Context: an optimization exercise on an open-source flow, tuned for small area. The choices shown serve that exercise and are no tape-out recipe. Where RTL was checked, it was by simulation tests only, not by an equivalence proof against the original. No activity file was given, so power comes from the tool's default toggle rates.

==> flow/design.v <==
module adctest
(
	input         clk,
	input         reset,
	input         scandouble,
	input  [23:0] adc_value,
	input         range,
	output reg    ce_pix,
	output reg    HBlank,
	output reg    HSync,
	output reg    VBlank,
	output reg    VSync,
	output     [7:0] video_r,
	output     [7:0] video_g,
	output     [7:0] video_b
);
function [11:0] add12(input [11:0] a, input [11:0] b);
	integer i;
	reg c;
	begin
		c = 1'b0;
		for (i = 0; i < 12; i = i + 1) begin
			add12[i] = a[i] ^ b[i] ^ c;
			c = (a[i] & b[i]) | (a[i] & c) | (b[i] & c);
		end
	end
endfunction
function [9:0] inc10(input [9:0] a);
	integer i;
	reg c;
	begin
		c = 1'b1;
		for (i = 0; i < 10; i = i + 1) begin
			inc10[i] = a[i] ^ c;
			c = a[i] & c;
		end
	end
endfunction
function ge12(input [11:0] a, input [11:0] b);
	integer i;
	reg br;
	begin
		br = 1'b0;
		for (i = 0; i < 12; i = i + 1)
			br = (~a[i] & b[i]) | (~a[i] & br) | (b[i] & br);
		ge12 = ~br;
	end
endfunction
reg  [9:0] hc;
reg  [9:0] vc;
wire hc_end = (hc == 10'd637);
wire samp   = ce_pix & hc_end;				 
wire vc_end = (vc == (scandouble ? 10'd523 : 10'd261));
reg  [9:0] avg_l;
reg  [9:0] avg_r;
reg  [9:0] s0_l, s1_l, s0_r, s1_r;
reg  [1:0] s0lo_l, s0lo_r;
reg  [4:0] ph;
reg        pend;			 
reg        act;				 
reg        snp;				 
reg [19:0] ring_l, ring_r;
reg        cy_l, cy_r;
wire ph_last = (ph == 5'd19);
wire snap_now = act & snp & (ph == 5'd0);
wire restart = (vc == 10'd6) | (vc == 10'd268);		 
wire [11:0] smp_l = {s0_l, s0lo_l};
wire [11:0] smp_r = {s0_r, s0lo_r};
wire sb_l = (ph < 5'd12) & smp_l[ph[3:0]];
wire sb_r = (ph < 5'd12) & smp_r[ph[3:0]];
wire ra_l = ring_l[0] & ~(act & restart);
wire ra_r = ring_r[0] & ~(act & restart);
always @(posedge clk) begin
	if (reset) ce_pix <= 1'b0;
	else ce_pix <= scandouble | ~ce_pix;
	if (reset) begin
		hc <= 10'd0;
		vc <= 10'd0;
		s0_l <= 10'd0;
		s1_l <= 10'd0;
		s0_r <= 10'd0;
		s1_r <= 10'd0;
	end
	else if (ce_pix) begin
		if (hc_end) begin
			hc <= 10'd0;
			if (vc_end) vc <= 10'd0;
			else vc <= inc10(vc);
			s0_l <= adc_value[11:2];
			s1_l <= s0_l;
			s0_r <= adc_value[23:14];
			s1_r <= s0_r;
		end
		else hc <= inc10(hc);
	end
	if (samp) begin
		s0lo_l <= adc_value[1:0];
		s0lo_r <= adc_value[13:12];
	end
	if (reset) begin
		ph <= 5'd0;
		pend <= 1'b0;
		act <= 1'b0;
		snp <= 1'b0;
		cy_l <= 1'b0;
		cy_r <= 1'b0;
		avg_l <= 10'd0;
		avg_r <= 10'd0;
	end
	else begin
		ph <= ph_last ? 5'd0 : ph + 5'd1;
		if (samp) begin
			pend <= 1'b1;
			snp <= vc_end;
		end
		else begin
			if (ph_last) pend <= 1'b0;
			if (snap_now) snp <= 1'b0;
		end
		if (ph_last) act <= pend;
		cy_l <= act & ((ra_l & sb_l) | (ra_l & cy_l) | (sb_l & cy_l));
		cy_r <= act & ((ra_r & sb_r) | (ra_r & cy_r) | (sb_r & cy_r));
		if (snap_now) begin
			avg_l <= ring_l[19:10];
			avg_r <= ring_r[19:10];
		end
	end
	ring_l <= {act ? (ra_l ^ sb_l ^ cy_l) : ring_l[0], ring_l[19:1]};
	ring_r <= {act ? (ra_r ^ sb_r ^ cy_r) : ring_r[0], ring_r[19:1]};
end
reg le_set;
reg le_aud;
always @(posedge clk) begin
	if (reset) begin
		le_set <= 1'b0;
		le_aud <= 1'b0;
	end
	else if (hc == 10'd2) begin
		le_set <= 1'b1;
		le_aud <= range;
	end
end
wire [11:0] pb   = range ? ({2'b00, hc} + 12'd759) : ({hc, 2'b00} + 12'd391);
wire [11:0] xb_l = add12(pb, {2'b00, avg_l & {10{range}}});
wire [11:0] xb_r = add12(pb, {2'b00, avg_r & {10{range}}});
wire s_lt_l = ~ge12({2'b00, s0_l}, {2'b00, s1_l});
wire s_lt_r = ~ge12({2'b00, s0_r}, {2'b00, s1_r});
wire [9:0] mn_l = s_lt_l ? s0_l : s1_l;
wire [9:0] mx_l = s_lt_l ? s1_l : s0_l;
wire [9:0] mn_r = s_lt_r ? s0_r : s1_r;
wire [9:0] mx_r = s_lt_r ? s1_r : s0_r;
wire [9:0] mxo_l = mx_l | {8'd0, {2{~range}}};
wire [9:0] mxo_r = mx_r | {8'd0, {2{~range}}};
wire ge_l = ge12(xb_l, {2'b01, mn_l});
wire le_l = ge12({2'b01, mxo_l}, xb_l);
wire ge_r = ge12(xb_r, {2'b01, mn_r});
wire le_r = ge12({2'b01, mxo_r}, xb_r);
wire seg_ok   = range ? (hc >= 10'd106 && hc <= 10'd424) : (hc <= 10'd367);
wire seg_hi   = range ? (hc == 10'd424) : (hc == 10'd367);
wire seg_lo   = range & (hc == 10'd106);
wire draw_l = seg_ok & (seg_hi | ge_l) & (seg_lo | le_l);
wire draw_r = seg_ok & (seg_hi | ge_r) & (seg_lo | le_r);
wire mark_l = (pb[11:2] == {2'b01, avg_l[9:2]});
wire mark_r = (pb[11:2] == {2'b01, avg_r[9:2]});
wire [8:0] left_edge = le_set ? (le_aud ? 9'd106 : 9'd159) : 9'd0;
wire [8:0] limit     = le_set ? (le_aud ? 9'd318 : 9'd208) : 9'd0;
localparam [3:0] C_K  = 4'd0,		 
                 C_G3 = 4'd1,		 
                 C_G1 = 4'd2,		 
                 C_GR = 4'd3,		 
                 C_R7 = 4'd4,		 
                 C_W  = 4'd5,		 
                 C_RF = 4'd6,		 
                 C_RZ = 4'd7,		 
                 C_Y  = 4'd8;		 
reg [3:0] col;
reg [23:0] rgb;
always @* begin
	case (col)
		C_G3:    rgb = 24'h003F00;
		C_G1:    rgb = 24'h001F00;
		C_GR:    rgb = 24'h4F4F4F;
		C_R7:    rgb = 24'h7F0000;
		C_W:     rgb = 24'hBFBFBF;
		C_RF:    rgb = 24'hFF0000;
		C_RZ:    rgb = 24'h1F0000;
		C_Y:     rgb = 24'hFFFF00;
		default: rgb = 24'h000000;
	endcase
end
assign video_r = rgb[23:16];
assign video_g = rgb[15:8];
assign video_b = rgb[7:0];
always @(posedge clk) begin
	if (reset) begin
		HBlank <= 0;
		HSync <= 0;
		VBlank <= 0;
		VSync <= 0;
		col <= C_K;
	end
	else begin
	HBlank <= (hc >= 10'd529);
	HSync  <= (hc >= 10'd544) && (hc < 10'd590);
	if (hc == 544) begin
		if(vc == (scandouble ? 490 : 245)) VSync <= 1;
			else if (vc == (scandouble ? 496 : 248)) VSync <= 0;
		if(vc == (scandouble ? 480 : 240)) VBlank <= 1;
			else if (vc == 0) VBlank <= 0;
	end
	col <= C_K;
	if (range == 0) begin
		if ((hc == 222) || (hc == 285) || (hc == 348))
			col <= C_G3;
		if (vc[1] && ((hc == 190) || (hc == 253) || (hc == 316)))
			col <= C_G1;
		if (mark_l)
			col <= C_GR;
		if (mark_r)
			col <= C_R7;
	end
	else begin
		if (vc[1] && (hc == left_edge + (limit >> 1)))
			col <= C_G3;
		if ((hc >= 106 && hc <= 152) || (hc >= 378 && hc <= 424))
			col <= C_RZ;
	end
	if (draw_l)
		col <= C_W;
	if (draw_r)
		col <= C_RF;
	if ((hc == left_edge) || (hc == left_edge + limit))
		col <= C_Y;
	end
end
endmodule
clock: 10.0 ns
lec_check: 0
abc_area: 1
cap_margin: 20
core_margin: 2
core_utilization: 45
cts_buf_list: sky130_fd_sc_hd__clkbuf_8
place_density: 0.6
slew_margin: 20
run.sh (not shown) runs the stock make flow with config.mk's settings and CLKGATE_MAP_FILE= SYNTH_SCRIPT=/design/flow/synth_recipe.tcl, a recipe that flattens the netlist after the stock synthesis.
==> next run, changes <==
--- a/flow/design.v
+++ b/flow/design.v
@@ -141,22 +141,16 @@
 	end
 end
 wire [11:0] pb   = range ? ({2'b00, hc} + 12'd759) : ({hc, 2'b00} + 12'd391);
 wire [11:0] xb_l = add12(pb, {2'b00, avg_l & {10{range}}});
 wire [11:0] xb_r = add12(pb, {2'b00, avg_r & {10{range}}});
-wire s_lt_l = ~ge12({2'b00, s0_l}, {2'b00, s1_l});
-wire s_lt_r = ~ge12({2'b00, s0_r}, {2'b00, s1_r});
-wire [9:0] mn_l = s_lt_l ? s0_l : s1_l;
-wire [9:0] mx_l = s_lt_l ? s1_l : s0_l;
-wire [9:0] mn_r = s_lt_r ? s0_r : s1_r;
-wire [9:0] mx_r = s_lt_r ? s1_r : s0_r;
-wire [9:0] mxo_l = mx_l | {8'd0, {2{~range}}};
-wire [9:0] mxo_r = mx_r | {8'd0, {2{~range}}};
-wire ge_l = ge12(xb_l, {2'b01, mn_l});
-wire le_l = ge12({2'b01, mxo_l}, xb_l);
-wire ge_r = ge12(xb_r, {2'b01, mn_r});
-wire le_r = ge12({2'b01, mxo_r}, xb_r);
+wire [11:0] xl_l = {xb_l[11:2], xb_l[1:0] & {2{range}}};
+wire [11:0] xl_r = {xb_r[11:2], xb_r[1:0] & {2{range}}};
+wire ge_l = ge12(xb_l, {2'b01, s0_l}) | ge12(xb_l, {2'b01, s1_l});
+wire le_l = ge12({2'b01, s0_l}, xl_l) | ge12({2'b01, s1_l}, xl_l);
+wire ge_r = ge12(xb_r, {2'b01, s0_r}) | ge12(xb_r, {2'b01, s1_r});
+wire le_r = ge12({2'b01, s0_r}, xl_r) | ge12({2'b01, s1_r}, xl_r);
 wire seg_ok   = range ? (hc >= 10'd106 && hc <= 10'd424) : (hc <= 10'd367);
 wire seg_hi   = range ? (hc == 10'd424) : (hc == 10'd367);
 wire seg_lo   = range & (hc == 10'd106);
 wire draw_l = seg_ok & (seg_hi | ge_l) & (seg_lo | le_l);
 wire draw_r = seg_ok & (seg_hi | ge_r) & (seg_lo | le_r);
Global-route usage went up by 0.11 points.
Final area is lower by about 4%.
Utilization barely changes.
Power is higher by about 2.3%.
Non-clock buffer count stays the same.
Function not checked in the first run of this note: the RTL went through the layout flow alone.

---

Another version of the RTL of adctest (not shown whole).
Size: about 2600 cells after synthesis, about 57 I/O pins, ~21000 um^2 of cells after synthesis.
==> flow/config.mk <==
export PLATFORM = sky130hd
export DESIGN_NAME = adctest
export DESIGN_NICKNAME = adctest
export VERILOG_FILES = /design/flow/design.v
export SDC_FILE = /design/flow/constraint.sdc
export NUM_CORES = 4
export LEC_CHECK = 0
export CAP_MARGIN = 20
export CORE_MARGIN = 2
export CORE_UTILIZATION = 45
export PLACE_DENSITY = 0.6
export SLEW_MARGIN = 20
==> flow/constraint.sdc <==
create_clock -name core_clock -period 10.0 [get_ports {clk}]
set_input_delay 2.0000 -clock core_clock [delete_from_list [all_inputs] [get_ports {clk}]]
set_output_delay 2.0000 -clock core_clock [all_outputs]
set_load 0.01 [all_outputs]
The starting point finished clean.
Edit:
--- a/flow/design.v
+++ b/flow/design.v
@@ -11,22 +11,26 @@
 	output reg    VBlank,
 	output reg    VSync,
 	output reg [7:0] video_r,
 	output reg [7:0] video_g,
 	output reg [7:0] video_b
 );
 reg   [9:0] hc;
 reg   [9:0] vc;
-reg [11:0] adc_val_l_0;
-reg [11:0] adc_val_l_1;
-reg [11:0] adc_val_r_0;
-reg [11:0] adc_val_r_1;
-reg [19:0] adc_total_l;
-reg [19:0] adc_total_r;
+reg [12*256-1:0] adc_sr_l;						 
+reg [12*256-1:0] adc_sr_r;
+wire [11:0] adc_val_l_0   = adc_sr_l[11:0];
+wire [11:0] adc_val_l_1   = adc_sr_l[23:12];
+wire [11:0] adc_val_l_255 = adc_sr_l[12*255 +: 12];
+wire [11:0] adc_val_r_0   = adc_sr_r[11:0];
+wire [11:0] adc_val_r_1   = adc_sr_r[23:12];
+wire [11:0] adc_val_r_255 = adc_sr_r[12*255 +: 12];
+reg [20:0] adc_total_l;
+reg [20:0] adc_total_r;
 reg [11:0] adc_avg_l;
 reg [11:0] adc_avg_r;
 localparam [8:0] left_edge_3v3 = 9'd159;
 localparam [8:0] limit_3v3 = 9'd208;
 localparam [8:0] pervolt_3v3 = 9'd63;
 reg [8:0] start_l_3v3;
 reg [8:0] end_l_3v3;
 reg [8:0] start_r_3v3;
@@ -44,36 +48,29 @@
 reg[8:0] limit;
 always @(posedge clk) begin
 	if(reset) ce_pix <= 0;
 	else if(scandouble) ce_pix <= 1;
 		else ce_pix <= ~ce_pix;
 	if(reset) begin
 		hc <= 0;
 		vc <= 0;
-		adc_val_l_0 <= 0;
-		adc_val_l_1 <= 0;
-		adc_val_r_0 <= 0;
-		adc_val_r_1 <= 0;
+		adc_sr_l <= 0;
+		adc_sr_r <= 0;
+		adc_total_l <= 0;
+		adc_total_r <= 0;
 		adc_avg_l <= 0;
 		adc_avg_r <= 0;
 	end
 	else if(ce_pix) begin
 		if(hc == 637) begin									 
-			if(vc == 5 || vc == 267) begin
-				adc_total_l <= adc_value[11:0];
-				adc_total_r <= adc_value[23:12];
-			end else begin
-				adc_total_l <= adc_total_l + adc_value[11:0];
-				adc_total_r <= adc_total_r + adc_value[23:12];
-			end
-			adc_val_l_0 <= adc_value[11:0];
-			adc_val_l_1 <= adc_val_l_0;
-			adc_val_r_0 <= adc_value[23:12];
-			adc_val_r_1 <= adc_val_r_0;
+			adc_total_l  <= adc_total_l - adc_val_l_255 + adc_value[11:0];
+			adc_total_r  <= adc_total_r - adc_val_r_255 + adc_value[23:12];
+			adc_sr_l <= {adc_sr_l[12*255-1:0], adc_value[11:0]};
+			adc_sr_r <= {adc_sr_r[12*255-1:0], adc_value[23:12]};
 			hc <= 0;
 			if(vc == (scandouble ? 523 : 261)) begin
 				vc <= 0;
 				adc_avg_l <= adc_total_l[19:8];			 
 				adc_avg_r <= adc_total_r[19:8];			 
 			end
 			else begin
 				vc <= vc + 1'd1;
The new run produced a clean layout.
Critical path depth is higher by 1.
Count of clock-buffer cells in the layout is higher by 930.
Synthesized cell count is higher to 11 times its value.
Power is higher to 21 times its value.
Setup slack got worse by 0.17 ns.
Worst hold slack got worse by 0.037 ns.

==> re-timing with driven ports <==
The flow's constraints put no driver on any port. The routed layouts listed below were extracted and timed again, unchanged, in two steps.
Step 1 assumes that a clkbuf_16 drives the clock port and a buf_2 every other input.
Step 2, shift: input delay + t, output delay - t, t = (earliest + latest rising clock arrival at the registers) / 2. This alone moves slack from input paths to output paths.
Three values: ideal ports, drivers, drivers and shift; two values: the first two.
| run | t (ns) | setup WS [ns] | worst data-port slew with drivers (ns) | cell pins on the clock port's net |
|---|---|---|---|---|
| the first run of note 1 | 0.486 | 2.559 / 2.579 / 2.092 | 0.03 | 1 |
| the second run of note 1 | 0.494 | 3.029 / 3.037 / 2.543 | 0.04 | 1 |
| the first run of note 2 | 0.625 | 5.436 / 5.468 / 4.844 | 0.04 | 1 |
| the second run of note 2 | 1.162 | 5.268 / 5.306 / 4.144 | 0.09 | 1 |
After both steps every run listed still meets setup and hold. For the second run of note 2, which loses most, drivers alone change the setup slack by +0.038 ns; drivers and shift together by -1.124 ns.
